This design comes from an exercise in tuning for small area and a short achievable clock period on the open sky130 flow, not from production work.
The RTL was checked by simulation tests, not by an equivalence proof against the original design.

## flow/design.v

```verilog
module matrix_multiplier (
    input clk,
    input reset,
    input start,
    input [7:0] in,
    output reg [15:0] o,
    output reg done
);
    reg        busy;
    reg [4:0]  cnt;           
    reg [7:0] ra [0:8];       
    reg [7:0] r0 [0:2];       
    reg [7:0] r1 [0:2];
    reg [7:0] r2 [0:2];
    wire load_a  = busy && cnt >= 5'd1  && cnt <= 5'd9;
    wire load_b0 = busy && cnt >= 5'd10 && cnt <= 5'd12;
    wire load_b1 = busy && cnt >= 5'd13 && cnt <= 5'd15;
    wire load_b2 = busy && cnt >= 5'd16 && cnt <= 5'd18;
    wire valid   = busy && cnt >= 5'd21 && cnt <= 5'd29;
    wire [7:0] in_n = ~in;    
    integer p;
    always @(posedge clk) begin
        ra[0] <= load_a ? in_n : ra[8];
        for (p = 1; p < 9; p = p + 1) ra[p] <= ra[p-1];
        r0[0] <= load_b0 ? in_n : r0[2];
        r1[0] <= load_b1 ? in_n : r1[2];
        r2[0] <= load_b2 ? in_n : r2[2];
        for (p = 1; p < 3; p = p + 1) begin
            r0[p] <= r0[p-1];
            r1[p] <= r1[p-1];
            r2[p] <= r2[p-1];
        end
    end
    reg [7:0] ha0;
    always @(posedge clk)
        if (busy && (cnt == 5'd17 || cnt == 5'd20 || cnt == 5'd23)) ha0 <= ra[6];
    wire [7:0] b0 = r0[1];    
    reg [7:0] ha1;
    always @(posedge clk)
        if (busy && (cnt == 5'd18 || cnt == 5'd21 || cnt == 5'd24)) ha1 <= ra[6];
    wire [7:0] b1 = r1[2];    
    reg [7:0] ha2;
    always @(posedge clk)
        if (busy && (cnt == 5'd19 || cnt == 5'd22 || cnt == 5'd25)) ha2 <= ra[6];
    wire [7:0] b2 = r2[0];    
    reg ha1e;
    always @(posedge clk)
        if (busy && (cnt == 5'd17 || cnt == 5'd20 || cnt == 5'd23)) ha1e <= ra[5][7];
    wire b1e = r1[1][0];
    wire s0_1 = ~(ha0[0] | b0[6]) ^ ~(ha0[1] | b0[5]);
    wire s0_2 = ~(ha0[0] | b0[6]) & ~(ha0[1] | b0[5]);
    wire s0_3, s0_4;
    fadd u_s0_3 (~(ha0[0] | b0[7]), ~(ha0[1] | b0[6]), ~(ha0[2] | b0[5]), s0_3, s0_4);
    wire s0_5, s0_6;
    fadd u_s0_5 (~(ha0[3] | b0[4]), ~(ha0[4] | b0[3]), ~(ha0[5] | b0[2]), s0_5, s0_6);
    wire s0_7, s0_8;
    fadd u_s0_7 (~(ha0[1] | b0[7]), ~(ha0[2] | b0[6]), ~(ha0[3] | b0[5]), s0_7, s0_8);
    wire s0_9 = ~(ha0[4] | b0[4]) ^ ~(ha0[5] | b0[3]);
    wire s0_10 = ~(ha0[4] | b0[4]) & ~(ha0[5] | b0[3]);
    wire s0_11, s0_12;
    fadd u_s0_11 (~(ha0[2] | b0[7]), ~(ha0[3] | b0[6]), ~(ha0[4] | b0[5]), s0_11, s0_12);
    wire s0_13 = ~(ha0[0] | b0[4]) ^ ~(ha0[1] | b0[3]);
    wire s0_14 = ~(ha0[0] | b0[4]) & ~(ha0[1] | b0[3]);
    wire s0_15, s0_16;
    fadd u_s0_15 (~(ha0[0] | b0[5]), ~(ha0[1] | b0[4]), ~(ha0[2] | b0[3]), s0_15, s0_16);
    wire s0_17 = ~(ha0[3] | b0[2]) ^ ~(ha0[4] | b0[1]);
    wire s0_18 = ~(ha0[3] | b0[2]) & ~(ha0[4] | b0[1]);
    wire s0_19, s0_20;
    fadd u_s0_19 (s0_1, ~(ha0[2] | b0[4]), ~(ha0[3] | b0[3]), s0_19, s0_20);
    wire s0_21, s0_22;
    fadd u_s0_21 (~(ha0[4] | b0[2]), ~(ha0[5] | b0[1]), ~(ha0[6] | b0[0]), s0_21, s0_22);
    wire s0_23, s0_24;
    fadd u_s0_23 (s0_2, s0_3, s0_5, s0_23, s0_24);
    wire s0_25, s0_26;
    fadd u_s0_25 (~(ha0[6] | b0[1]), ~(ha0[7] | b0[0]), ~(ha1e | b1e), s0_25, s0_26);
    wire s0_27, s0_28;
    fadd u_s0_27 (s0_4, s0_6, s0_7, s0_27, s0_28);
    wire s0_29, s0_30;
    fadd u_s0_29 (s0_9, ~(ha0[6] | b0[2]), ~(ha0[7] | b0[1]), s0_29, s0_30);
    wire s0_31, s0_32;
    fadd u_s0_31 (s0_8, s0_10, s0_11, s0_31, s0_32);
    wire s0_33, s0_34;
    fadd u_s0_33 (~(ha0[5] | b0[4]), ~(ha0[6] | b0[3]), ~(ha0[7] | b0[2]), s0_33, s0_34);
    wire s0_35, s0_36;
    fadd u_s0_35 (s0_12, ~(ha0[3] | b0[7]), ~(ha0[4] | b0[6]), s0_35, s0_36);
    wire s0_37, s0_38;
    fadd u_s0_37 (~(ha0[5] | b0[5]), ~(ha0[6] | b0[4]), ~(ha0[7] | b0[3]), s0_37, s0_38);
    wire s0_39, s0_40;
    fadd u_s0_39 (~(ha0[4] | b0[7]), ~(ha0[5] | b0[6]), ~(ha0[6] | b0[5]), s0_39, s0_40);
    wire s0_41 = ~(ha0[0] | b0[3]) ^ ~(ha0[1] | b0[2]);
    wire s0_42 = ~(ha0[0] | b0[3]) & ~(ha0[1] | b0[2]);
    wire s0_43, s0_44;
    fadd u_s0_43 (s0_13, ~(ha0[2] | b0[2]), ~(ha0[3] | b0[1]), s0_43, s0_44);
    wire s0_45, s0_46;
    fadd u_s0_45 (s0_14, s0_15, s0_17, s0_45, s0_46);
    wire s0_47, s0_48;
    fadd u_s0_47 (s0_16, s0_18, s0_19, s0_47, s0_48);
    wire s0_49, s0_50;
    fadd u_s0_49 (s0_20, s0_22, s0_23, s0_49, s0_50);
    wire s0_51, s0_52;
    fadd u_s0_51 (s0_24, s0_26, s0_27, s0_51, s0_52);
    wire s0_53, s0_54;
    fadd u_s0_53 (s0_28, s0_30, s0_31, s0_53, s0_54);
    wire s0_55, s0_56;
    fadd u_s0_55 (s0_32, s0_34, s0_35, s0_55, s0_56);
    wire s0_57, s0_58;
    fadd u_s0_57 (s0_36, s0_38, s0_39, s0_57, s0_58);
    wire s0_59, s0_60;
    fadd u_s0_59 (s0_40, ~(ha0[5] | b0[7]), ~(ha0[6] | b0[6]), s0_59, s0_60);
    wire s0_61 = ~(ha0[0] | b0[2]) ^ ~(ha0[1] | b0[1]);
    wire s0_62 = ~(ha0[0] | b0[2]) & ~(ha0[1] | b0[1]);
    wire s0_63, s0_64;
    fadd u_s0_63 (s0_41, ~(ha0[2] | b0[1]), ~(ha0[3] | b0[0]), s0_63, s0_64);
    wire s0_65, s0_66;
    fadd u_s0_65 (s0_42, s0_43, ~(ha0[4] | b0[0]), s0_65, s0_66);
    wire s0_67, s0_68;
    fadd u_s0_67 (s0_44, s0_45, ~(ha0[5] | b0[0]), s0_67, s0_68);
    wire s0_69, s0_70;
    fadd u_s0_69 (s0_46, s0_47, s0_21, s0_69, s0_70);
    wire s0_71, s0_72;
    fadd u_s0_71 (s0_48, s0_49, s0_25, s0_71, s0_72);
    wire s0_73, s0_74;
    fadd u_s0_73 (s0_50, s0_51, s0_29, s0_73, s0_74);
    wire s0_75, s0_76;
    fadd u_s0_75 (s0_52, s0_53, s0_33, s0_75, s0_76);
    wire s0_77, s0_78;
    fadd u_s0_77 (s0_54, s0_55, s0_37, s0_77, s0_78);
    wire s0_79, s0_80;
    fadd u_s0_79 (s0_56, s0_57, ~(ha0[7] | b0[4]), s0_79, s0_80);
    wire s0_81, s0_82;
    fadd u_s0_81 (s0_58, s0_59, ~(ha0[7] | b0[5]), s0_81, s0_82);
    wire s0_83, s0_84;
    fadd u_s0_83 (s0_60, ~(ha0[6] | b0[7]), ~(ha0[7] | b0[6]), s0_83, s0_84);
    reg q0_s0, q0_s1, q0_c1, q0_s2, q0_c2, q0_s3, q0_c3, q0_s4, q0_c4, q0_s5, q0_c5, q0_s6, q0_c6, q0_s7, q0_c7, q0_s8, q0_c8, q0_s9, q0_c9, q0_s10, q0_c10, q0_s11, q0_c11, q0_s12, q0_c12, q0_s13, q0_c13, q0_s14, q0_c14;
    always @(posedge clk) begin
        q0_s0 <= ~(ha0[0] | b0[0]);
        q0_s1 <= ~(ha0[0] | b0[1]);
        q0_c1 <= ~(ha0[1] | b0[0]);
        q0_s2 <= s0_61;
        q0_c2 <= ~(ha0[2] | b0[0]);
        q0_s3 <= s0_62;
        q0_c3 <= s0_63;
        q0_s4 <= s0_64;
        q0_c4 <= s0_65;
        q0_s5 <= s0_66;
        q0_c5 <= s0_67;
        q0_s6 <= s0_68;
        q0_c6 <= s0_69;
        q0_s7 <= s0_70;
        q0_c7 <= s0_71;
        q0_s8 <= s0_72;
        q0_c8 <= s0_73;
        q0_s9 <= s0_74;
        q0_c9 <= s0_75;
        q0_s10 <= s0_76;
        q0_c10 <= s0_77;
        q0_s11 <= s0_78;
        q0_c11 <= s0_79;
        q0_s12 <= s0_80;
        q0_c12 <= s0_81;
        q0_s13 <= s0_82;
        q0_c13 <= s0_83;
        q0_s14 <= s0_84;
        q0_c14 <= ~(ha0[7] | b0[7]);
    end
    wire s1_1 = ~(ha1[0] | b1[4]) ^ ~(ha1[1] | b1[3]);
    wire s1_2 = ~(ha1[0] | b1[4]) & ~(ha1[1] | b1[3]);
    wire s1_3, s1_4;
    fadd u_s1_3 (~(ha1[0] | b1[5]), ~(ha1[1] | b1[4]), ~(ha1[2] | b1[3]), s1_3, s1_4);
    wire s1_5 = ~(ha1[3] | b1[2]) ^ ~(ha1[4] | b1[1]);
    wire s1_6 = ~(ha1[3] | b1[2]) & ~(ha1[4] | b1[1]);
    wire s1_7, s1_8;
    fadd u_s1_7 (~(ha1[0] | b1[6]), ~(ha1[1] | b1[5]), ~(ha1[2] | b1[4]), s1_7, s1_8);
    wire s1_9, s1_10;
    fadd u_s1_9 (~(ha1[3] | b1[3]), ~(ha1[4] | b1[2]), ~(ha1[5] | b1[1]), s1_9, s1_10);
    wire s1_11 = ~(ha1[6] | b1[0]) ^ q0_s6;
    wire s1_12 = ~(ha1[6] | b1[0]) & q0_s6;
    wire s1_13, s1_14;
    fadd u_s1_13 (~(ha1[0] | b1[7]), ~(ha1[1] | b1[6]), ~(ha1[2] | b1[5]), s1_13, s1_14);
    wire s1_15, s1_16;
    fadd u_s1_15 (~(ha1[3] | b1[4]), ~(ha1[4] | b1[3]), ~(ha1[5] | b1[2]), s1_15, s1_16);
    wire s1_17, s1_18;
    fadd u_s1_17 (~(ha1[6] | b1[1]), q0_s7, q0_c7, s1_17, s1_18);
    wire s1_19, s1_20;
    fadd u_s1_19 (~(ha1[1] | b1[7]), ~(ha1[2] | b1[6]), ~(ha1[3] | b1[5]), s1_19, s1_20);
    wire s1_21, s1_22;
    fadd u_s1_21 (~(ha1[4] | b1[4]), ~(ha1[5] | b1[3]), ~(ha1[6] | b1[2]), s1_21, s1_22);
    wire s1_23, s1_24;
    fadd u_s1_23 (~(ha1[7] | b1[1]), q0_s8, q0_c8, s1_23, s1_24);
    wire s1_25, s1_26;
    fadd u_s1_25 (~(ha1[2] | b1[7]), ~(ha1[3] | b1[6]), ~(ha1[4] | b1[5]), s1_25, s1_26);
    wire s1_27, s1_28;
    fadd u_s1_27 (~(ha1[5] | b1[4]), ~(ha1[6] | b1[3]), ~(ha1[7] | b1[2]), s1_27, s1_28);
    wire s1_29 = q0_s9 ^ q0_c9;
    wire s1_30 = q0_s9 & q0_c9;
    wire s1_31, s1_32;
    fadd u_s1_31 (~(ha1[3] | b1[7]), ~(ha1[4] | b1[6]), ~(ha1[5] | b1[5]), s1_31, s1_32);
    wire s1_33, s1_34;
    fadd u_s1_33 (~(ha1[6] | b1[4]), ~(ha1[7] | b1[3]), q0_s10, s1_33, s1_34);
    wire s1_35, s1_36;
    fadd u_s1_35 (~(ha1[4] | b1[7]), ~(ha1[5] | b1[6]), ~(ha1[6] | b1[5]), s1_35, s1_36);
    wire s1_37 = ~(ha1[0] | b1[2]) ^ ~(ha1[1] | b1[1]);
    wire s1_38 = ~(ha1[0] | b1[2]) & ~(ha1[1] | b1[1]);
    wire s1_39, s1_40;
    fadd u_s1_39 (~(ha1[0] | b1[3]), ~(ha1[1] | b1[2]), ~(ha1[2] | b1[1]), s1_39, s1_40);
    wire s1_41 = ~(ha1[3] | b1[0]) ^ q0_s3;
    wire s1_42 = ~(ha1[3] | b1[0]) & q0_s3;
    wire s1_43, s1_44;
    fadd u_s1_43 (s1_1, ~(ha1[2] | b1[2]), ~(ha1[3] | b1[1]), s1_43, s1_44);
    wire s1_45, s1_46;
    fadd u_s1_45 (~(ha1[4] | b1[0]), q0_s4, q0_c4, s1_45, s1_46);
    wire s1_47, s1_48;
    fadd u_s1_47 (s1_2, s1_3, s1_5, s1_47, s1_48);
    wire s1_49, s1_50;
    fadd u_s1_49 (~(ha1[5] | b1[0]), q0_s5, q0_c5, s1_49, s1_50);
    wire s1_51, s1_52;
    fadd u_s1_51 (s1_4, s1_6, s1_7, s1_51, s1_52);
    wire s1_53, s1_54;
    fadd u_s1_53 (s1_9, s1_11, q0_c6, s1_53, s1_54);
    wire s1_55, s1_56;
    fadd u_s1_55 (s1_8, s1_10, s1_12, s1_55, s1_56);
    wire s1_57, s1_58;
    fadd u_s1_57 (s1_13, s1_15, s1_17, s1_57, s1_58);
    wire s1_59, s1_60;
    fadd u_s1_59 (s1_14, s1_16, s1_18, s1_59, s1_60);
    wire s1_61, s1_62;
    fadd u_s1_61 (s1_19, s1_21, s1_23, s1_61, s1_62);
    wire s1_63, s1_64;
    fadd u_s1_63 (s1_20, s1_22, s1_24, s1_63, s1_64);
    wire s1_65, s1_66;
    fadd u_s1_65 (s1_25, s1_27, s1_29, s1_65, s1_66);
    wire s1_67, s1_68;
    fadd u_s1_67 (s1_26, s1_28, s1_30, s1_67, s1_68);
    wire s1_69, s1_70;
    fadd u_s1_69 (s1_31, s1_33, q0_c10, s1_69, s1_70);
    wire s1_71, s1_72;
    fadd u_s1_71 (s1_32, s1_34, s1_35, s1_71, s1_72);
    wire s1_73, s1_74;
    fadd u_s1_73 (~(ha1[7] | b1[4]), q0_s11, q0_c11, s1_73, s1_74);
    wire s1_75, s1_76;
    fadd u_s1_75 (s1_36, ~(ha1[5] | b1[7]), ~(ha1[6] | b1[6]), s1_75, s1_76);
    wire s1_77, s1_78;
    fadd u_s1_77 (~(ha1[7] | b1[5]), q0_s12, q0_c12, s1_77, s1_78);
    wire s1_79, s1_80;
    fadd u_s1_79 (~(ha1[6] | b1[7]), ~(ha1[7] | b1[6]), q0_s13, s1_79, s1_80);
    wire s1_81 = ~(ha1[0] | b1[1]) ^ ~(ha1[1] | b1[0]);
    wire s1_82 = ~(ha1[0] | b1[1]) & ~(ha1[1] | b1[0]);
    wire s1_83, s1_84;
    fadd u_s1_83 (s1_37, ~(ha1[2] | b1[0]), q0_s2, s1_83, s1_84);
    wire s1_85, s1_86;
    fadd u_s1_85 (s1_38, s1_39, s1_41, s1_85, s1_86);
    wire s1_87, s1_88;
    fadd u_s1_87 (s1_40, s1_42, s1_43, s1_87, s1_88);
    wire s1_89, s1_90;
    fadd u_s1_89 (s1_44, s1_46, s1_47, s1_89, s1_90);
    wire s1_91, s1_92;
    fadd u_s1_91 (s1_48, s1_50, s1_51, s1_91, s1_92);
    wire s1_93, s1_94;
    fadd u_s1_93 (s1_52, s1_54, s1_55, s1_93, s1_94);
    wire s1_95, s1_96;
    fadd u_s1_95 (s1_56, s1_58, s1_59, s1_95, s1_96);
    wire s1_97, s1_98;
    fadd u_s1_97 (s1_60, s1_62, s1_63, s1_97, s1_98);
    wire s1_99, s1_100;
    fadd u_s1_99 (s1_64, s1_66, s1_67, s1_99, s1_100);
    wire s1_101, s1_102;
    fadd u_s1_101 (s1_68, s1_70, s1_71, s1_101, s1_102);
    wire s1_103, s1_104;
    fadd u_s1_103 (s1_72, s1_74, s1_75, s1_103, s1_104);
    wire s1_105, s1_106;
    fadd u_s1_105 (s1_76, s1_78, s1_79, s1_105, s1_106);
    wire s1_107, s1_108;
    fadd u_s1_107 (s1_80, ~(ha1[7] | b1[7]), q0_s14, s1_107, s1_108);
    wire s1_109 = s1_81 ^ q0_s1;
    wire s1_110 = s1_81 & q0_s1;
    wire s1_111, s1_112;
    fadd u_s1_111 (s1_82, s1_83, q0_c2, s1_111, s1_112);
    wire s1_113, s1_114;
    fadd u_s1_113 (s1_84, s1_85, q0_c3, s1_113, s1_114);
    wire s1_115, s1_116;
    fadd u_s1_115 (s1_86, s1_87, s1_45, s1_115, s1_116);
    wire s1_117, s1_118;
    fadd u_s1_117 (s1_88, s1_89, s1_49, s1_117, s1_118);
    wire s1_119, s1_120;
    fadd u_s1_119 (s1_90, s1_91, s1_53, s1_119, s1_120);
    wire s1_121, s1_122;
    fadd u_s1_121 (s1_92, s1_93, s1_57, s1_121, s1_122);
    wire s1_123, s1_124;
    fadd u_s1_123 (s1_94, s1_95, s1_61, s1_123, s1_124);
    wire s1_125, s1_126;
    fadd u_s1_125 (s1_96, s1_97, s1_65, s1_125, s1_126);
    wire s1_127, s1_128;
    fadd u_s1_127 (s1_98, s1_99, s1_69, s1_127, s1_128);
    wire s1_129, s1_130;
    fadd u_s1_129 (s1_100, s1_101, s1_73, s1_129, s1_130);
    wire s1_131, s1_132;
    fadd u_s1_131 (s1_102, s1_103, s1_77, s1_131, s1_132);
    wire s1_133, s1_134;
    fadd u_s1_133 (s1_104, s1_105, q0_c13, s1_133, s1_134);
    wire s1_135, s1_136;
    fadd u_s1_135 (s1_106, s1_107, q0_c14, s1_135, s1_136);
    reg q1_s0, q1_c0, q1_s1, q1_c1, q1_s2, q1_c2, q1_s3, q1_c3, q1_s4, q1_c4, q1_s5, q1_c5, q1_s6, q1_c6, q1_s7, q1_c7, q1_s8, q1_c8, q1_s9, q1_c9, q1_s10, q1_c10, q1_s11, q1_c11, q1_s12, q1_c12, q1_s13, q1_c13, q1_s14, q1_c14, q1_s15, q1_c15;
    always @(posedge clk) begin
        q1_s0 <= ~(ha1[0] | b1[0]);
        q1_c0 <= q0_s0;
        q1_s1 <= s1_109;
        q1_c1 <= q0_c1;
        q1_s2 <= s1_110;
        q1_c2 <= s1_111;
        q1_s3 <= s1_112;
        q1_c3 <= s1_113;
        q1_s4 <= s1_114;
        q1_c4 <= s1_115;
        q1_s5 <= s1_116;
        q1_c5 <= s1_117;
        q1_s6 <= s1_118;
        q1_c6 <= s1_119;
        q1_s7 <= s1_120;
        q1_c7 <= s1_121;
        q1_s8 <= s1_122;
        q1_c8 <= s1_123;
        q1_s9 <= s1_124;
        q1_c9 <= s1_125;
        q1_s10 <= s1_126;
        q1_c10 <= s1_127;
        q1_s11 <= s1_128;
        q1_c11 <= s1_129;
        q1_s12 <= s1_130;
        q1_c12 <= s1_131;
        q1_s13 <= s1_132;
        q1_c13 <= s1_133;
        q1_s14 <= s1_134;
        q1_c14 <= s1_135;
        q1_s15 <= s1_136;
        q1_c15 <= s1_108;
    end
    wire s2_1 = ~(ha2[0] | b2[4]) ^ ~(ha2[1] | b2[3]);
    wire s2_2 = ~(ha2[0] | b2[4]) & ~(ha2[1] | b2[3]);
    wire s2_3, s2_4;
    fadd u_s2_3 (~(ha2[0] | b2[5]), ~(ha2[1] | b2[4]), ~(ha2[2] | b2[3]), s2_3, s2_4);
    wire s2_5 = ~(ha2[3] | b2[2]) ^ ~(ha2[4] | b2[1]);
    wire s2_6 = ~(ha2[3] | b2[2]) & ~(ha2[4] | b2[1]);
    wire s2_7, s2_8;
    fadd u_s2_7 (~(ha2[0] | b2[6]), ~(ha2[1] | b2[5]), ~(ha2[2] | b2[4]), s2_7, s2_8);
    wire s2_9, s2_10;
    fadd u_s2_9 (~(ha2[3] | b2[3]), ~(ha2[4] | b2[2]), ~(ha2[5] | b2[1]), s2_9, s2_10);
    wire s2_11 = ~(ha2[6] | b2[0]) ^ q1_s6;
    wire s2_12 = ~(ha2[6] | b2[0]) & q1_s6;
    wire s2_13, s2_14;
    fadd u_s2_13 (~(ha2[0] | b2[7]), ~(ha2[1] | b2[6]), ~(ha2[2] | b2[5]), s2_13, s2_14);
    wire s2_15, s2_16;
    fadd u_s2_15 (~(ha2[3] | b2[4]), ~(ha2[4] | b2[3]), ~(ha2[5] | b2[2]), s2_15, s2_16);
    wire s2_17, s2_18;
    fadd u_s2_17 (~(ha2[6] | b2[1]), q1_s7, q1_c7, s2_17, s2_18);
    wire s2_19, s2_20;
    fadd u_s2_19 (~(ha2[1] | b2[7]), ~(ha2[2] | b2[6]), ~(ha2[3] | b2[5]), s2_19, s2_20);
    wire s2_21, s2_22;
    fadd u_s2_21 (~(ha2[4] | b2[4]), ~(ha2[5] | b2[3]), ~(ha2[6] | b2[2]), s2_21, s2_22);
    wire s2_23, s2_24;
    fadd u_s2_23 (~(ha2[7] | b2[1]), q1_s8, q1_c8, s2_23, s2_24);
    wire s2_25, s2_26;
    fadd u_s2_25 (~(ha2[2] | b2[7]), ~(ha2[3] | b2[6]), ~(ha2[4] | b2[5]), s2_25, s2_26);
    wire s2_27, s2_28;
    fadd u_s2_27 (~(ha2[5] | b2[4]), ~(ha2[6] | b2[3]), ~(ha2[7] | b2[2]), s2_27, s2_28);
    wire s2_29 = q1_s9 ^ q1_c9;
    wire s2_30 = q1_s9 & q1_c9;
    wire s2_31, s2_32;
    fadd u_s2_31 (~(ha2[3] | b2[7]), ~(ha2[4] | b2[6]), ~(ha2[5] | b2[5]), s2_31, s2_32);
    wire s2_33, s2_34;
    fadd u_s2_33 (~(ha2[6] | b2[4]), ~(ha2[7] | b2[3]), q1_s10, s2_33, s2_34);
    wire s2_35, s2_36;
    fadd u_s2_35 (~(ha2[4] | b2[7]), ~(ha2[5] | b2[6]), ~(ha2[6] | b2[5]), s2_35, s2_36);
    wire s2_37 = ~(ha2[0] | b2[2]) ^ ~(ha2[1] | b2[1]);
    wire s2_38 = ~(ha2[0] | b2[2]) & ~(ha2[1] | b2[1]);
    wire s2_39, s2_40;
    fadd u_s2_39 (~(ha2[0] | b2[3]), ~(ha2[1] | b2[2]), ~(ha2[2] | b2[1]), s2_39, s2_40);
    wire s2_41 = ~(ha2[3] | b2[0]) ^ q1_s3;
    wire s2_42 = ~(ha2[3] | b2[0]) & q1_s3;
    wire s2_43, s2_44;
    fadd u_s2_43 (s2_1, ~(ha2[2] | b2[2]), ~(ha2[3] | b2[1]), s2_43, s2_44);
    wire s2_45, s2_46;
    fadd u_s2_45 (~(ha2[4] | b2[0]), q1_s4, q1_c4, s2_45, s2_46);
    wire s2_47, s2_48;
    fadd u_s2_47 (s2_2, s2_3, s2_5, s2_47, s2_48);
    wire s2_49, s2_50;
    fadd u_s2_49 (~(ha2[5] | b2[0]), q1_s5, q1_c5, s2_49, s2_50);
    wire s2_51, s2_52;
    fadd u_s2_51 (s2_4, s2_6, s2_7, s2_51, s2_52);
    wire s2_53, s2_54;
    fadd u_s2_53 (s2_9, s2_11, q1_c6, s2_53, s2_54);
    wire s2_55, s2_56;
    fadd u_s2_55 (s2_8, s2_10, s2_12, s2_55, s2_56);
    wire s2_57, s2_58;
    fadd u_s2_57 (s2_13, s2_15, s2_17, s2_57, s2_58);
    wire s2_59, s2_60;
    fadd u_s2_59 (s2_14, s2_16, s2_18, s2_59, s2_60);
    wire s2_61, s2_62;
    fadd u_s2_61 (s2_19, s2_21, s2_23, s2_61, s2_62);
    wire s2_63, s2_64;
    fadd u_s2_63 (s2_20, s2_22, s2_24, s2_63, s2_64);
    wire s2_65, s2_66;
    fadd u_s2_65 (s2_25, s2_27, s2_29, s2_65, s2_66);
    wire s2_67, s2_68;
    fadd u_s2_67 (s2_26, s2_28, s2_30, s2_67, s2_68);
    wire s2_69, s2_70;
    fadd u_s2_69 (s2_31, s2_33, q1_c10, s2_69, s2_70);
    wire s2_71, s2_72;
    fadd u_s2_71 (s2_32, s2_34, s2_35, s2_71, s2_72);
    wire s2_73, s2_74;
    fadd u_s2_73 (~(ha2[7] | b2[4]), q1_s11, q1_c11, s2_73, s2_74);
    wire s2_75, s2_76;
    fadd u_s2_75 (s2_36, ~(ha2[5] | b2[7]), ~(ha2[6] | b2[6]), s2_75, s2_76);
    wire s2_77, s2_78;
    fadd u_s2_77 (~(ha2[7] | b2[5]), q1_s12, q1_c12, s2_77, s2_78);
    wire s2_79, s2_80;
    fadd u_s2_79 (~(ha2[6] | b2[7]), ~(ha2[7] | b2[6]), q1_s13, s2_79, s2_80);
    wire s2_81 = ~(ha2[0] | b2[1]) ^ ~(ha2[1] | b2[0]);
    wire s2_82 = ~(ha2[0] | b2[1]) & ~(ha2[1] | b2[0]);
    wire s2_83, s2_84;
    fadd u_s2_83 (s2_37, ~(ha2[2] | b2[0]), q1_s2, s2_83, s2_84);
    wire s2_85, s2_86;
    fadd u_s2_85 (s2_38, s2_39, s2_41, s2_85, s2_86);
    wire s2_87, s2_88;
    fadd u_s2_87 (s2_40, s2_42, s2_43, s2_87, s2_88);
    wire s2_89, s2_90;
    fadd u_s2_89 (s2_44, s2_46, s2_47, s2_89, s2_90);
    wire s2_91, s2_92;
    fadd u_s2_91 (s2_48, s2_50, s2_51, s2_91, s2_92);
    wire s2_93, s2_94;
    fadd u_s2_93 (s2_52, s2_54, s2_55, s2_93, s2_94);
    wire s2_95, s2_96;
    fadd u_s2_95 (s2_56, s2_58, s2_59, s2_95, s2_96);
    wire s2_97, s2_98;
    fadd u_s2_97 (s2_60, s2_62, s2_63, s2_97, s2_98);
    wire s2_99, s2_100;
    fadd u_s2_99 (s2_64, s2_66, s2_67, s2_99, s2_100);
    wire s2_101, s2_102;
    fadd u_s2_101 (s2_68, s2_70, s2_71, s2_101, s2_102);
    wire s2_103, s2_104;
    fadd u_s2_103 (s2_72, s2_74, s2_75, s2_103, s2_104);
    wire s2_105, s2_106;
    fadd u_s2_105 (s2_76, s2_78, s2_79, s2_105, s2_106);
    wire s2_107, s2_108;
    fadd u_s2_107 (s2_80, ~(ha2[7] | b2[7]), q1_s14, s2_107, s2_108);
    wire s2_109 = ~(ha2[0] | b2[0]) ^ q1_s0;
    wire s2_110 = ~(ha2[0] | b2[0]) & q1_s0;
    wire s2_111, s2_112;
    fadd u_s2_111 (s2_81, q1_s1, q1_c1, s2_111, s2_112);
    wire s2_113, s2_114;
    fadd u_s2_113 (s2_82, s2_83, q1_c2, s2_113, s2_114);
    wire s2_115, s2_116;
    fadd u_s2_115 (s2_84, s2_85, q1_c3, s2_115, s2_116);
    wire s2_117, s2_118;
    fadd u_s2_117 (s2_86, s2_87, s2_45, s2_117, s2_118);
    wire s2_119, s2_120;
    fadd u_s2_119 (s2_88, s2_89, s2_49, s2_119, s2_120);
    wire s2_121, s2_122;
    fadd u_s2_121 (s2_90, s2_91, s2_53, s2_121, s2_122);
    wire s2_123, s2_124;
    fadd u_s2_123 (s2_92, s2_93, s2_57, s2_123, s2_124);
    wire s2_125, s2_126;
    fadd u_s2_125 (s2_94, s2_95, s2_61, s2_125, s2_126);
    wire s2_127, s2_128;
    fadd u_s2_127 (s2_96, s2_97, s2_65, s2_127, s2_128);
    wire s2_129, s2_130;
    fadd u_s2_129 (s2_98, s2_99, s2_69, s2_129, s2_130);
    wire s2_131, s2_132;
    fadd u_s2_131 (s2_100, s2_101, s2_73, s2_131, s2_132);
    wire s2_133, s2_134;
    fadd u_s2_133 (s2_102, s2_103, s2_77, s2_133, s2_134);
    wire s2_135, s2_136;
    fadd u_s2_135 (s2_104, s2_105, q1_c13, s2_135, s2_136);
    wire s2_137, s2_138;
    fadd u_s2_137 (s2_106, s2_107, q1_c14, s2_137, s2_138);
    wire s2_139, s2_140;
    fadd u_s2_139 (s2_108, q1_s15, q1_c15, s2_139, s2_140);
    reg q2_s0, q2_c0, q2_s1, q2_c1, q2_s2, q2_c2, q2_s3, q2_c3, q2_s4, q2_c4, q2_s5, q2_c5, q2_s6, q2_c6, q2_s7, q2_c7, q2_s8, q2_c8, q2_s9, q2_c9, q2_s10, q2_c10, q2_s11, q2_c11, q2_s12, q2_c12, q2_s13, q2_c13, q2_s14, q2_c14, q2_s15, q2_c15, q2_x7;
    always @(posedge clk) begin
        q2_s0 <= s2_109;
        q2_c0 <= q1_c0;
        q2_s1 <= s2_110;
        q2_c1 <= s2_111;
        q2_s2 <= s2_112;
        q2_c2 <= s2_113;
        q2_s3 <= s2_114;
        q2_c3 <= s2_115;
        q2_s4 <= s2_116;
        q2_c4 <= s2_117;
        q2_s5 <= s2_118;
        q2_c5 <= s2_119;
        q2_s6 <= s2_120;
        q2_c6 <= s2_121;
        q2_s7 <= s2_122;
        q2_c7 <= s2_123;
        q2_s8 <= s2_124;
        q2_c8 <= s2_125;
        q2_s9 <= s2_126;
        q2_c9 <= s2_127;
        q2_s10 <= s2_128;
        q2_c10 <= s2_129;
        q2_s11 <= s2_130;
        q2_c11 <= s2_131;
        q2_s12 <= s2_132;
        q2_c12 <= s2_133;
        q2_s13 <= s2_134;
        q2_c13 <= s2_135;
        q2_s14 <= s2_136;
        q2_c14 <= s2_137;
        q2_s15 <= s2_138;
        q2_c15 <= s2_139;
        q2_x7 <= ~(ha2[7] | b2[0]);
    end
    wire [15:0] sum_s = {q2_s15, q2_s14, q2_s13, q2_s12, q2_s11, q2_s10, q2_s9, q2_s8, q2_s7, q2_s6, q2_s5, q2_s4, q2_s3, q2_s2, q2_s1, q2_s0};
    wire [15:0] sum_c = {q2_c15, q2_c14, q2_c13, q2_c12, q2_c11, q2_c10, q2_c9, q2_c8, q2_c7, q2_c6, q2_c5, q2_c4, q2_c3, q2_c2, q2_c1, q2_c0};
    wire [15:0] sum = sum_s + sum_c + {8'd0, q2_x7, 7'd0};
    always @(posedge clk or posedge reset) begin
        if (reset) begin
            busy <= 1'b0;
            cnt  <= 5'd0;
            o    <= 16'd0;
            done <= 1'b0;
        end else begin
            o    <= valid ? sum : 16'd0;
            done <= busy && (cnt == 5'd29 || cnt == 5'd30);
            if (busy) begin
                cnt <= cnt + 5'd1;
                if (cnt == 5'd30) busy <= 1'b0;
            end else if (start) begin
                busy <= 1'b1;
                cnt  <= 5'd1;
            end
        end
    end
endmodule
module fadd (input a, input b, input c, output s, output co);
    assign s  = a ^ b ^ c;
    assign co = (a & b) | (a & c) | (b & c);
endmodule
```

## flow/run.sh

```bash
#!/bin/bash
# synth_recipe.tcl (not shown) runs the flow's synth.tcl, then flattens the netlist and writes it again
# the make line also repeats each setting of config.mk as NAME=value (left out here)
make -C /OpenROAD-flow-scripts/flow DESIGN_CONFIG=/design/flow/config.mk WORK_HOME=/design/flow/orfs CLKGATE_MAP_FILE= SYNTH_SCRIPT=/design/flow/synth_recipe.tcl finish
```

## flow/config.mk

```make
export PLATFORM = sky130hd
export DESIGN_NAME = matrix_multiplier
export DESIGN_NICKNAME = matrix_multiplier
export VERILOG_FILES = /design/flow/design.v
export SDC_FILE = /design/flow/constraint.sdc
export NUM_CORES = 4
export LEC_CHECK = 0
export CAP_MARGIN = 20
export CORE_MARGIN = 2
export CORE_UTILIZATION = 40
export CTS_BUF_LIST = sky130_fd_sc_hd__clkbuf_16
export CTS_CLUSTER_DIAMETER = 80
export CTS_CLUSTER_SIZE = 30
export SETUP_SLACK_MARGIN = 5
export SLEW_MARGIN = 20
export SYNTH_HIERARCHICAL = 1
export SYNTH_MINIMUM_KEEP_SIZE = 0
```

## flow/constraint.sdc

```tcl
create_clock -name core_clock -period 8.0 [get_ports {clk}]
set_input_delay 1.6000 -clock core_clock [delete_from_list [all_inputs] [get_ports {clk}]]
set_output_delay 1.6000 -clock core_clock [all_outputs]
set_load 0.01 [all_outputs]
```

==> flow_metrics.py, run 1 <==
metrics = {
    "run_status": {
        "status": "finished clean",
    },
    "floorplanning": {
        "rows": 63,
        "ios": 28,
        "die-area_um2": 31900,
        "start_util_pct": 40.9,
        "die_h_um": 179,
        "core_area_um2": 29800,
        "fp.dieW_um": 179,
    },
    "placed_design": {
        "routabilityCongestion": 0.802,
        "placed_area_um2": 12700,
        "io_buffers": 27,
        "hpwl_um": 16500,
        "pre_cts_ws_ns": 5.20,
    },
    "yosys": {
        "postSynthCellCount": 963,
        "yosys-mux-area-fraction_pct": 0.903,
        "yosysTopAreaCellShare_pct": 39.1,
        "synth_top_family_by_area": "adder cells",
        "synth_seq_area_share_pct": 50.0,
        "synthTopCellsByArea": "dfxtp_1, fa_1, nor2_1",
        "ys_types": 50,
        "synth_xor_area_share_pct": 0.646,
        "synth_compound_area_share_pct": 4.60,
        "synth_fa_ha_area_share_pct": 31.9,
        "yosysTopAreaCell": "dfxtp_1",
        "synth_nets": 1189,
        "synth_edf_count": 25,
        "ys_warn_count": 11,
        "synth-main-ff-cell": "dfxtp_1",
        "synth_simple_gate_area_share_pct": 9.51,
        "avgSynthCellArea_um2": 12.7,
        "async_flop_share_pct": 8.04,
        "synth_seq_cells": 286,
        "syn_area_um2": 12200,
    },
    "finish": {
        "seq_area_um2": 6090,
        "fillers": 2698,
        "drive_gt1_share_pct": 4.27,
        "area_growth_pct": 8.70,
        "diodes": 0,
        "multiInputGateArea_um2": 5820,
        "final_cell_mix": "dfxtp_1, nor2_1, fa_1",
        "utilization_pct": 44.5,
        "fin_area_um2": 13300,
        "final_common_cell": "dfxtp_1",
        "fin_nets": 1178,
    },
    "timing": {
        "fin_skew_ns": 0.0262,
        "fin_ws_ns": 5.05,
        "tns_ns": 0,
        "grt_setup_unrepaired": "false",
        "max_freq_mhz": 339,
        "hold_ws_ns": 0.315,
        "worst_slew_pin_slew_ns": 0.873,
        "slew_headroom_pct": 41.7,
        "period_needed_ns": 2.95,
        "fin_crit_sh_pct": 36.8,
        "finalSetupViolations": 0,
        "hold_violations": 0,
        "slew_viol_final": 0,
    },
    "worst_setup_path": {
        "critPathMaxStageDelay_ns": 0.52,
        "end_kind": "output port",
        "cpMaxStageDelayCell": "clkdlybuf4s50_1",
        "cp_data_required_time_ns": 6.40,
        "worst-setup-path-type": "flip-flop to output port",
        "critical_path_arrival_ns": 1.35,
        "crit_buf_inv": 1,
        "worstPathCellList": "clkdlybuf4s50_1",
        "critical_path.top_delay_family": "buffers and inverters",
        "start_kind": "flip-flop",
        "worst-path-max-fanout": 1,
    },
    "clocking": {
        "cts_buffer_depth": 3,
        "htree_levels": 1,
        "root_buffer": "clkbuf_16",
        "clk_pin_slew_ns": 0.10,
        "cts_tree": "done",
        "cts_buffers": 15,
        "cts_setup_buffers": 0,
        "clk_latency_ns": 0.50,
        "clock-sinks": 286,
    },
    "global_routing": {
        "grt_start_max_net_pins": 32,
        "grt_first_pass_wirelength_um": 35700,
        "antenna_found_initial": 0,
        "grt_use_total_pct": 14.3,
        "grt_pass1_vias": 6896,
        "grt_overflow_total": 0,
    },
    "drt": {
        "drtPass1Iterations": 4,
        "vias": 6412,
        "viasPerCell": 4.75,
        "wire_per_inst_um": 15.9,
        "drtIter0Drc": 371,
        "routed_wl_um": 21500,
        "antenna_left": 0,
        "drc": 0,
    },
    "hold_path": {
        "holdCritPathClass": "flip-flop to flip-flop",
    },
    "run": {
        "drv_cap": 0,
    },
}
-- stage by stage --
step,std cells
floorplan,963
global placement,1325
detailed placement,1325
CTS,1350
global route,1350
finish,1350
-- synth_stat cells (2+ instances only) --
cell type and count:
clkbuf_1 48, and2_1 4, o21ai_0 28, mux2i_1 11, nor2_1 211, buf_2 4, inv_1 20, nand3_1 2
nand2_1 38, xor2_1 3, o221ai_2 2, nand2b_1 6, o21a_1 2, dfrtp_1 23, and3_1 2, nor2b_1 5
or3_1 3, ha_1 55, o21ai_2 8, buf_4 2, a21oi_1 22, edfxtp_1 25, xnor2_1 6, dfxtp_1 238
fa_1 160, o31ai_1 3, nand4_1 3, nor3_1 2, o211ai_1 3, a21o_1 4
-- cell families (layout without fill, tap and decap cells) --
logic type / Yosys count / in the layout
flops: 286 / 286
simple gates: 284 / 284
fa+ha+maj: 215 / 215
compound gates: 83 / 83
buf+inv: 75 / 72
mux: 11 / 11
xor+xnor: 9 / 9
-- modules after synthesis (local to each module, per instance) --
module             copies in the design  flip-flops and latches  cell area [um^2]
matrix_multiplier                     1                     286              9030
fadd                                158                       0              20.0
-- what timing repair did --
action | CTS | global route
resized for setup | 1 | 13
endpoints found under the hold margin | 0 | 0
pin swaps | 0 | 0
hold buffers | 0 | 0
setup endpoints to repair | 1 | 13
-- routing by layer --
metal | global-route usage, % | share of wire, % | wire (um) | up-vias
li1 | - | - | - | 3031
met1 | 19.7 | 48 | 10300 | 3204
met5 | 0 | 0 | 0 | -
met4 | 4.00 | 2.2 | 477 | 0
met3 | 2.07 | 3.8 | 815 | 37
met2 | 23.7 | 46 | 9870 | 140
-- sequential cells by signal (all words and copies together), names as in the netlist, 5 cells and up --
name  cells
cnt       5
ha0       8
ha1       8
ha2       8
o        16
r0       24
r1       24
r2       24
ra       72
-- area by class of cell --
cell class              instances  area share, %
clock buffers                  15           2.83
clock inverters                10          0.784
inverters                      20          0.566
multi-input cells             602           43.9
flip-flops and latches        286           46.0
well taps                     390           3.68
repair buffers                 27           2.28
-- final timing paths --
kind	from	end	slack (ns)	depth (start not counted)
worst min-delay path	ra[5][5]	ra[6][5]	0.32	0
worst max register to register	r1[2][4]	q1_c8	5.20	5
worst max-delay path	done	done	5.05	1
max in group asynchronous	reset	o[10]	5.87	2
worst min register to register	ra[5][5]	ra[6][5]	0.32	0
min in group asynchronous	reset	o[5]	1.57	2
==> run 2: changes to the inputs <==
--- a/flow/config.mk
+++ b/flow/config.mk
@@ -7,10 +7,10 @@
 export LEC_CHECK = 0
 export CAP_MARGIN = 20
 export CORE_MARGIN = 2
-export CORE_UTILIZATION = 40
-export CTS_BUF_LIST = sky130_fd_sc_hd__clkbuf_16
-export CTS_CLUSTER_DIAMETER = 80
-export CTS_CLUSTER_SIZE = 30
+export CORE_UTILIZATION = 60
+export CTS_BUF_LIST = sky130_fd_sc_hd__clkbuf_8
+export CTS_CLUSTER_DIAMETER = 60
+export CTS_CLUSTER_SIZE = 20
 export SETUP_SLACK_MARGIN = 5
 export SLEW_MARGIN = 20
 export SYNTH_HIERARCHICAL = 1
==> run 2 against run 1 <==
Non-clock buffer count is the same. Critical path depth grew 4. First-iteration DRC count is 13% lower. Clock skew up 0.0044 ns. Cell count down 8.0%. Synthesized area unchanged. Global-route usage is 7.6 points higher. Fmax up 2.7%. Highest routed layer unchanged. Register-to-register slack got worse by 0.07 ns.
==> flow_metrics.py, run 2 <==
metrics = {
    "run_status": {
        "status": "finished clean",
    },
    "floorplanning": {
        "start_util_pct": 60.6,
        "ios": 28,
        "die-area_um2": 21500,
        "die_h_um": 147,
        "rows": 52,
        "fp.dieW_um": 147,
        "core_area_um2": 20100,
    },
    "worst_setup_path": {
        "worst-path-max-fanout": 9,
        "crit_buf_inv": 0,
        "cp_data_required_time_ns": 8.42,
        "critPathMaxStageDelay_ns": 0.64,
        "worst-setup-path-type": "flip-flop to flip-flop",
        "cpMaxStageDelayCell": "dfxtp_1",
        "rrSetupSlack_ns": 5.13,
        "end_kind": "flip-flop",
        "reg2reg_from": "r2[0][4]",
        "crit_top_cell": "fa_1",
        "crit_start": "r2[0][4]",
        "rr_worst_depth": 5,
        "path_depth": 5,
        "critical_path_arrival_ns": 3.29,
        "worstPathCellList": "nor2_1 > fa_1 > fa_1 > fa_1 > fa_1",
        "start_kind": "flip-flop",
        "r2r-end": "q2_c11",
        "cp-endpoint": "q2_c11",
        "critical_path.top_delay_family": "adder cells",
    },
    "yosys": {
        "syn_area_um2": 12200,
        "synthTopCellsByArea": "dfxtp_1, fa_1, nor2_1",
        "synthTopCellsByCount": "dfxtp_1, nor2_1, fa_1",
        "synth_nets": 1189,
        "synth-main-ff-cell": "dfxtp_1",
        "yosysTopAreaCell": "dfxtp_1",
        "postSynthCellCount": 963,
        "async_flop_share_pct": 8.04,
        "synth_edf_count": 25,
        "synth_seq_area_share_pct": 50.0,
        "yosysMostFrequentCell": "dfxtp_1",
        "avgSynthCellArea_um2": 12.7,
        "ys_warn_count": 11,
        "yosysTopAreaCellShare_pct": 39.1,
        "synth_seq_cells": 286,
        "ys_types": 50,
    },
    "timing": {
        "finalSetupViolations": 0,
        "grt_setup_unrepaired": "false",
        "slew_viol_final": 0,
        "fin_crit_sh_pct": 35.9,
        "max_freq_mhz": 348,
        "worst_slew_pin_slew_ns": 0.877,
        "slew_headroom_pct": 41.3,
        "fin_skew_ns": 0.0306,
        "period_needed_ns": 2.87,
        "hold_violations": 0,
        "tns_ns": 0,
    },
    "clocking": {
        "cts_setup_buffers": 0,
        "clk_latency_ns": 0.56,
        "cts-resized-gates": 17,
        "clock-sinks": 286,
        "cts_buffer_depth": 3,
        "cts_buffers": 21,
        "htree_levels": 1,
        "clk_pin_slew_ns": 0.11,
        "root_buffer": "clkbuf_8",
        "cts_tree": "done",
        "holdBufCountCts": 0,
    },
    "drt": {
        "antenna_left": 0,
        "drtIter0Drc": 323,
        "viasPerCell": 5.26,
        "vias": 6539,
        "wire_per_inst_um": 17.7,
        "routed_wl_um": 21900,
        "drtPass1Iterations": 4,
        "drc": 0,
    },
    "placed_design": {
        "placed_area_um2": 12600,
        "routabilityCongestion": 0.908,
        "hpwl_um": 17100,
        "io_buffers": 27,
    },
    "finish": {
        "final_common_cell": "dfxtp_1",
        "utilization_pct": 64.8,
        "fin_nets": 1184,
        "largest_reg_flops": 72,
        "diodes": 0,
        "drive_gt1_share_pct": 5.25,
        "area_growth_pct": 6.79,
        "top_register": "ra",
        "fin_area_um2": 13000,
        "final_cell_mix": "dfxtp_1, nor2_1, fa_1",
    },
    "run": {
        "drv_cap": 0,
    },
    "global_routing": {
        "grt_start_max_net_pins": 24,
        "grt_pass1_vias": 7347,
        "grt_overflow_total": 0,
        "antenna_found_initial": 0,
        "grt_first_pass_wirelength_um": 37200,
        "grt_use_total_pct": 22.0,
    },
    "hold_path": {
        "holdCritPathClass": "flip-flop to flip-flop",
    },
}
==> run 2: cell counts after synthesis <==
Identical to the previous run, type by type.
==> run 2: layout make-up <==
class	instances	area (um^2)
well taps	270	338
repair buffers	27	249
clock buffers	22	303
multi-input cells	602	5820
clock inverters	15	146
fillers	1532	7080
inverters	20	75.1
flip-flops and latches	286	6090
==> run 2: cells by family (layout without fill, tap and decap cells) <==
logic type,count (synthesis),count (layout),share of synthesized area (%)
DFF,286,286,50.0
and+or+nand+nor,284,284,9.51
adders and majority gates,215,215,31.9
AOI/OAI and AO/OA,83,83,4.60
buffers and inverters,75,84,2.47
muxes,11,11,0.903
xor gates and xnor gates,9,9,0.647
==> run 2: worst min-delay path by stage <==
stage	slack [ns]	to	depth (start not counted)	from
after CTS	0.33	ra[1][3]	0	ra[0][3]
after global routing	0.33	ra[5][6]	0	ra[4][6]
after global placement	0.31	ra[1][0]	0	ra[0][0]
final	0.33	ra[5][6]	0	ra[4][6]
after detailed placement	0.31	ra[1][1]	0	ra[0][1]
after floorplan	0.31	q1_c0	0	q0_s0
==> run 2: per-stage QoR <==
step	worst slack, ns	hold WS [ns]	instances
2_1_floorplan	5.06	0.310	963
3_3_place_gp	5.23	0.310	1205
3_5_place_dp	5.16	0.312	1205
4_1_cts	5.14	0.332	1242
5_1_grt	5.04	0.328	1242
6_report	5.13	0.328	1242
==> run 2: modules after synthesis, one instance, submodules excluded <==
module             copies in the design  cells inside
fadd                                158             1
matrix_multiplier                     1           805
==> run 2: metal layers <==
metal  routed length [um]  track usage (%)  vias up
met4                  537             7.77        0
met1                 9590             29.0     3312
met3                  923             3.19       41
met2                10900             37.5      133
met5                    0                0        -
li1                     -                -     3053
==> run 2: worst register-to-register path, cell delays in order (launching register included) <==
cell and delay (ns):
dfxtp_1 0.64, nor2_1 0.16, fa_1 0.48, fa_1 0.45
fa_1 0.58, fa_1 0.42
==> run 3: changes to the inputs <==
--- a/flow/config.mk
+++ b/flow/config.mk
@@ -7,7 +7,7 @@
 export LEC_CHECK = 0
 export CAP_MARGIN = 20
 export CORE_MARGIN = 2
-export CORE_UTILIZATION = 60
+export CORE_UTILIZATION = 40
 export CTS_BUF_LIST = sky130_fd_sc_hd__clkbuf_8
 export CTS_CLUSTER_DIAMETER = 60
 export CTS_CLUSTER_SIZE = 20
==> run 3 against run 2 <==
First-iteration DRC count increased by 11%. Sequential share of layout area decreased by 0.87 points. Critical path depth decreased by 4. Via count decreased by 0.76%. Synthesized area unchanged.
==> flow_metrics.py, run 3 <==
metrics = {
    "run_status": {
        "status": "finished clean",
    },
    "timing": {
        "finalSetupViolations": 0,
        "hold_violations": 0,
        "grt_setup_unrepaired": "false",
        "max_freq_mhz": 355,
        "tns_ns": 0,
        "fin_skew_ns": 0.0258,
        "period_needed_ns": 2.82,
        "slew_viol_final": 0,
        "worst_slew_pin_slew_ns": 0.870,
        "fin_crit_sh_pct": 35.3,
        "slew_headroom_pct": 41.9,
    },
    "clocking": {
        "holdBufCountCts": 0,
        "root_buffer": "clkbuf_8",
        "clk_latency_ns": 0.57,
        "cts_buffer_depth": 3,
        "htree_levels": 1,
        "cts_tree": "done",
        "cts_buffers": 24,
        "cts_setup_buffers": 0,
        "clock-sinks": 286,
        "clk_pin_slew_ns": 0.12,
    },
    "floorplanning": {
        "core_area_um2": 29800,
        "die-area_um2": 31900,
        "start_util_pct": 40.9,
        "die_h_um": 179,
        "rows": 63,
        "ios": 28,
        "fp.dieW_um": 179,
    },
    "global_routing": {
        "antenna_found_initial": 0,
        "grt_overflow_total": 0,
        "grt_first_pass_wirelength_um": 35900,
        "grt_use_total_pct": 14.4,
        "grt_pass1_vias": 6997,
        "grt_start_max_net_pins": 24,
    },
    "finish": {
        "fin_nets": 1187,
        "largest_reg_flops": 72,
        "multiInputGateArea_um2": 5820,
        "area_growth_pct": 8.83,
        "fin_cells": 1368,
        "seq_area_um2": 6090,
        "top_register": "ra",
        "final_common_cell": "dfxtp_1",
        "diodes": 0,
        "fillers": 2705,
        "drive_gt1_share_pct": 6.13,
        "final_cell_mix": "dfxtp_1, nor2_1, fa_1",
    },
    "yosys": {
        "syn_area_um2": 12200,
        "yosys-mux-area-fraction_pct": 0.903,
        "synth_compound_area_share_pct": 4.60,
        "synth_simple_gate_area_share_pct": 9.51,
        "yosysTopAreaCell": "dfxtp_1",
        "synth_seq_area_share_pct": 50.0,
        "synth_nets": 1189,
        "synthTopCellsByCount": "dfxtp_1, nor2_1, fa_1",
        "postSynthCellCount": 963,
        "synth-main-ff-cell": "dfxtp_1",
        "synth_xor_area_share_pct": 0.646,
        "async_flop_share_pct": 8.04,
        "synthTopCellsByArea": "dfxtp_1, fa_1, nor2_1",
        "ys_types": 50,
        "yosysMostFrequentCell": "dfxtp_1",
        "synth_seq_cells": 286,
        "avgSynthCellArea_um2": 12.7,
        "synth_fa_ha_area_share_pct": 31.9,
        "ys_warn_count": 11,
        "synth_edf_count": 25,
        "yosysTopAreaCellShare_pct": 39.1,
        "synth_top_family_by_area": "adder cells",
    },
    "worst_setup_path": {
        "start_kind": "flip-flop",
        "cpMaxStageDelayCell": "dfrtp_1",
        "critPathMaxStageDelay_ns": 0.37,
        "critical_path_arrival_ns": 1.22,
        "critical_path.top_delay_family": "flip-flops",
        "worst-setup-path-type": "flip-flop to output port",
        "worst-path-max-fanout": 1,
        "worstPathCellList": "dlygate4sd2_1",
        "cp_data_required_time_ns": 6.40,
        "crit_buf_inv": 1,
        "end_kind": "output port",
    },
    "drt": {
        "antenna_left": 0,
        "drc": 0,
        "wire_per_inst_um": 15.8,
        "routed_wl_um": 21600,
        "drtIter0Drc": 360,
        "vias": 6489,
        "viasPerCell": 4.74,
        "drtPass1Iterations": 4,
    },
    "placed_design": {
        "hpwl_um": 16500,
        "routabilityCongestion": 0.802,
        "io_buffers": 27,
        "placed_cells": 1325,
    },
    "hold_path": {
        "holdCritPathClass": "flip-flop to flip-flop",
    },
    "run": {
        "drv_cap": 0,
    },
}
## run 3: cell counts after synthesis
Identical to the previous run, type by type.
## run 3: layout make-up
cell class	count	area share [%]
clock inverters	18	1.53
multi-input cells	602	43.9
repair buffers	27	1.88
clock buffers	25	2.59
inverters	20	0.566
well taps	390	3.68
flip-flops and latches	286	45.9
## run 3: logic make-up after synthesis
logic type | after synthesis
AND/OR/NAND/NOR | 284
adder cells (fa/ha/maj) | 215
AO/OA/AOI/OAI | 83
XOR/XNOR | 9
buffers and inverters | 75
flip-flops | 286
multiplexers | 11
## run 3: modules after synthesis (local to each module, per instance)
module,cells inside,flops+latches
matrix_multiplier,805,286
fadd,1,0
## run 3: final timing paths
check | start | endpoint | slack (ns) | depth (start not counted)
worst max-delay path | done | done | 5.18 | 1
worst min-delay path | ra[7][7] | ra[8][7] | 0.32 | 0
worst max register to register | r1[2][4] | q1_c8 | 5.19 | 5
worst min register to register | ra[7][7] | ra[8][7] | 0.32 | 0
max in group asynchronous | reset | o[5] | 5.94 | 2
min in group asynchronous | reset | cnt[2] | 1.50 | 2
## run 3: stage by stage
step | setup WS (ns) | instance area [um^2] | utilization (%) | hold WS (ns)
5_1_grt | 5.07 | 13300 | 44.5 | 0.315
6_report | 5.18 | 13300 | 44.5 | 0.316
3_5_place_dp | 5.20 | 12700 | 42.8 | 0.312
2_1_floorplan | 5.06 | 12200 | - | 0.310
4_1_cts | 5.13 | 13300 | 44.5 | 0.315
3_3_place_gp | 5.23 | 12700 | 42.8 | 0.310
## run 3: timing repair
action	CTS	global route
endpoints found under the hold margin	0	0
gates resized for setup	17	0
setup endpoints to repair	17	0
## run 3: metal layers
metal / up-vias / part of all wire [%] / GRT usage (%)
li1: 3059 / - / -
met5: - / 0 / 0
met4: 0 / 2.7 / 4.64
met3: 47 / 4.0 / 2.17
met2: 155 / 46 / 23.5
met1: 3228 / 48 / 19.8
==> run 4: changes to the inputs <==
==> flow/flow/run.sh (new file) <==
#!/bin/bash
set -euo pipefail
bash standard.sh SETUP_SLACK_MARGIN=${MARGIN:-5.5} finish > standard.log 2>&1
==> flow/standard.sh (new file) <==
#!/bin/bash
# synth_recipe.tcl (not shown) runs the flow's synth.tcl, then flattens the netlist and writes it again
# the make line also repeats each setting of config.mk as NAME=value (left out here)
make -C /OpenROAD-flow-scripts/flow DESIGN_CONFIG=/design/flow/config.mk WORK_HOME=/design/flow/orfs CLKGATE_MAP_FILE= SYNTH_SCRIPT=/design/flow/synth_recipe.tcl "${@:-finish}"
--- a/flow/config.mk
+++ b/flow/config.mk
@@ -11,7 +11,6 @@
 export CTS_BUF_LIST = sky130_fd_sc_hd__clkbuf_8
 export CTS_CLUSTER_DIAMETER = 60
 export CTS_CLUSTER_SIZE = 20
-export SETUP_SLACK_MARGIN = 5
 export SLEW_MARGIN = 20
 export SYNTH_HIERARCHICAL = 1
 export SYNTH_MINIMUM_KEEP_SIZE = 0
removed: flow/run.sh
==> run 4 against run 3 <==
Sequential cell count stayed put. Non-clock buffer count rose by 54. Synthesized cell count did not move. Count of clock-buffer cells in the layout is 4 lower. Critical path depth is 5 higher. Core utilization grew 3.4 points. Die area stayed put. Design area rose by 7.6%. Routed wire length rose by 5.2%. Fmax is 2.9% higher.
==> flow_metrics.py, run 4 <==
metrics = {
    "run_status": {
        "status": "finished clean",
    },
    "yosys": {
        "syn_area_um2": 12200,
        "ys_types": 50,
        "synth_top_family_by_area": "adder cells",
        "synth_simple_gate_area_share_pct": 9.51,
        "synth_fa_ha_area_share_pct": 31.9,
        "postSynthCellCount": 963,
        "yosysMostFrequentCell": "dfxtp_1",
        "synthTopCellsByCount": "dfxtp_1, nor2_1, fa_1",
        "yosys-mux-area-fraction_pct": 0.903,
        "yosysTopAreaCell": "dfxtp_1",
        "synth_edf_count": 25,
        "ys_warn_count": 11,
        "synth_nets": 1189,
        "synth_seq_cells": 286,
        "synth_seq_area_share_pct": 50.0,
        "yosysTopAreaCellShare_pct": 39.1,
        "avgSynthCellArea_um2": 12.7,
        "synthTopCellsByArea": "dfxtp_1, fa_1, nor2_1",
        "async_flop_share_pct": 8.04,
        "synth_xor_area_share_pct": 0.646,
        "synth_compound_area_share_pct": 4.60,
        "synth-main-ff-cell": "dfxtp_1",
    },
    "clocking": {
        "cts_tree": "done",
        "cts_buffers": 20,
        "clk_latency_ns": 0.55,
        "holdBufCountCts": 0,
        "clk_pin_slew_ns": 0.12,
        "htree_levels": 1,
        "cts_buffer_depth": 3,
        "root_buffer": "clkbuf_8",
        "clock-sinks": 286,
    },
    "timing": {
        "worst_slew_pin_slew_ns": 0.894,
        "fin_crit_sh_pct": 34.2,
        "finalSetupViolations": 0,
        "grt_setup_unrepaired": "true",
        "period_needed_ns": 2.74,
        "hold_violations": 0,
        "slew_viol_final": 0,
        "slew_headroom_pct": 40.3,
        "max_freq_mhz": 365,
        "fin_skew_ns": 0.0187,
        "tns_ns": 0,
    },
    "global_routing": {
        "grt_overflow_total": 0,
        "antenna_found_initial": 0,
        "grt_pass1_vias": 6995,
        "grt_use_total_pct": 15.1,
        "grt_start_max_net_pins": 24,
        "grt_first_pass_wirelength_um": 37600,
    },
    "worst_setup_path": {
        "critical_path_arrival_ns": 3.23,
        "worst-setup-path-type": "flip-flop to flip-flop",
        "cp_data_required_time_ns": 8.49,
        "worst-path-max-fanout": 8,
        "start_kind": "flip-flop",
        "end_kind": "flip-flop",
    },
    "floorplanning": {
        "fp.dieW_um": 179,
        "die-area_um2": 31900,
        "die_h_um": 179,
        "start_util_pct": 40.9,
        "core_area_um2": 29800,
        "ios": 28,
        "rows": 63,
    },
    "placed_design": {
        "hpwl_um": 16800,
        "routabilityCongestion": 0.825,
        "io_buffers": 27,
    },
    "finish": {
        "top_register": "ra",
        "fin_nets": 1237,
        "diodes": 0,
        "final_common_cell": "dfxtp_1",
        "drive_gt1_share_pct": 31.5,
        "area_growth_pct": 17.1,
        "final_cell_mix": "dfxtp_1, nor2_1, fa_2",
        "largest_reg_flops": 72,
        "utilization_pct": 47.9,
    },
    "drt": {
        "vias": 6644,
        "drc": 0,
        "wire_per_inst_um": 16.1,
        "antenna_left": 0,
        "drtIter0Drc": 265,
        "drtPass1Iterations": 4,
        "viasPerCell": 4.70,
        "routed_wl_um": 22700,
    },
    "hold_path": {
        "holdCritPathClass": "flip-flop to flip-flop",
    },
    "run": {
        "drv_cap": 0,
    },
}
-- run 4: cell counts after synthesis --
No cell type changed its count.
-- run 4: logic make-up (layout without fill, tap and decap cells) --
logic type | after synthesis | count (layout)
adders and majority gates | 215 | 215
xor gates and xnor gates | 9 | 9
DFF | 286 | 286
and+or+nand+nor | 284 | 284
AOI/OAI and AO/OA | 83 | 83
buffers and inverters | 75 | 135
muxes | 11 | 11
-- run 4: metrics by stage --
stage          hold slack, ns  std cells  instance area (um^2)  worst slack, ns
3_3_place_gp            0.310       1326                 13000             5.20
5_1_grt                 0.324       1413                 14300             5.18
3_5_place_dp            0.312       1326                 13000             5.15
2_1_floorplan           0.310        963                 12700             5.44
6_report                0.320       1413                 14300             5.26
4_1_cts                 0.317       1404                 14000             5.29
-- run 4: repair_timing --
action / CTS / global route
gates resized for setup: 169 / 63
pin swaps: 72 / 57
gates cloned: 0 / 0
buffers inserted: 44 / 9
setup endpoints to repair: 76 / 82
endpoints found under the hold margin: 0 / 0
-- run 4: path summary, 6_finish.rpt --
check	startpoint	end	slack [ns]	cells after the start
worst max-delay path	ha1[5]	q1_c10	5.26	6
worst min-delay path	r0[0][6]	r0[1][6]	0.32	0
worst max register to register	ha1[5]	q1_c10	5.26	6
worst min register to register	r0[0][6]	r0[1][6]	0.32	0
max in group asynchronous	reset	o[10]	5.90	2
min in group asynchronous	reset	cnt[0]	1.53	2
-- run 4: metal layers --
metal,track usage [%],wire (um)
met1,20.8,10700
met5,0,0
met2,25.1,10700
met4,3.73,566
met3,2.41,753
-- run 4: critical path, cell delays in order, from the launching register on --
cell	delay, ns
edfxtp_1	0.57
buf_4	0.19
nor2_4	0.04
fa_2	0.37
fa_2	0.55
fa_1	0.43
fa_2	0.54
-- run 4: final cells by class --
class,instances,area [um^2]
Fill cell,2652,15500
Multi-Input combinational cell,602,6440
Sequential cell,286,6140
Timing Repair Buffer,81,707
Tap cell,390,488
Clock buffer,21,289
Clock inverter,13,134
Inverter,20,75.1
-- run 4: per-module statistics from Yosys, one instance, submodules excluded --
module | flip-flops and latches | cells inside | cell area, um^2 | copies in the design
matrix_multiplier | 286 | 805 | 9030 | 1
fadd | 0 | 1 | 20.0 | 158

-- port drivers added, routing unchanged --
In the flow no input, the clock included, has a driving cell. The finished layouts below were timed again as built, in two steps. Step 1 sets driving cells, clkbuf_16 on the clock port and buf_2 on the other inputs (assumed; they add their load-dependent delay and slew). Step 2 also shifts input and output timing later by t, the mid clock arrival at the registers, as if the neighbouring blocks saw the same clock. Three values: no drivers, after step 1, after step 2; two values: the first two.
run	t, ns	setup WS [ns]	hold slack, ns	worst setup path at the end
run 1	0.532	5.052 / 5.005 / 5.200	0.315 / 0.315 / 0.315	register to register
run 2	0.585	5.128 / 5.128 / 5.128	0.328 / 0.328 / 0.328	register to register
run 3	0.603	5.180 / 5.136 / 5.187	0.316 / 0.316 / 0.316	register to register
run 4	0.581	5.260 / 5.260 / 5.260	0.320 / 0.320 / 0.320	register to register
After both steps setup and hold are still met in every run listed.
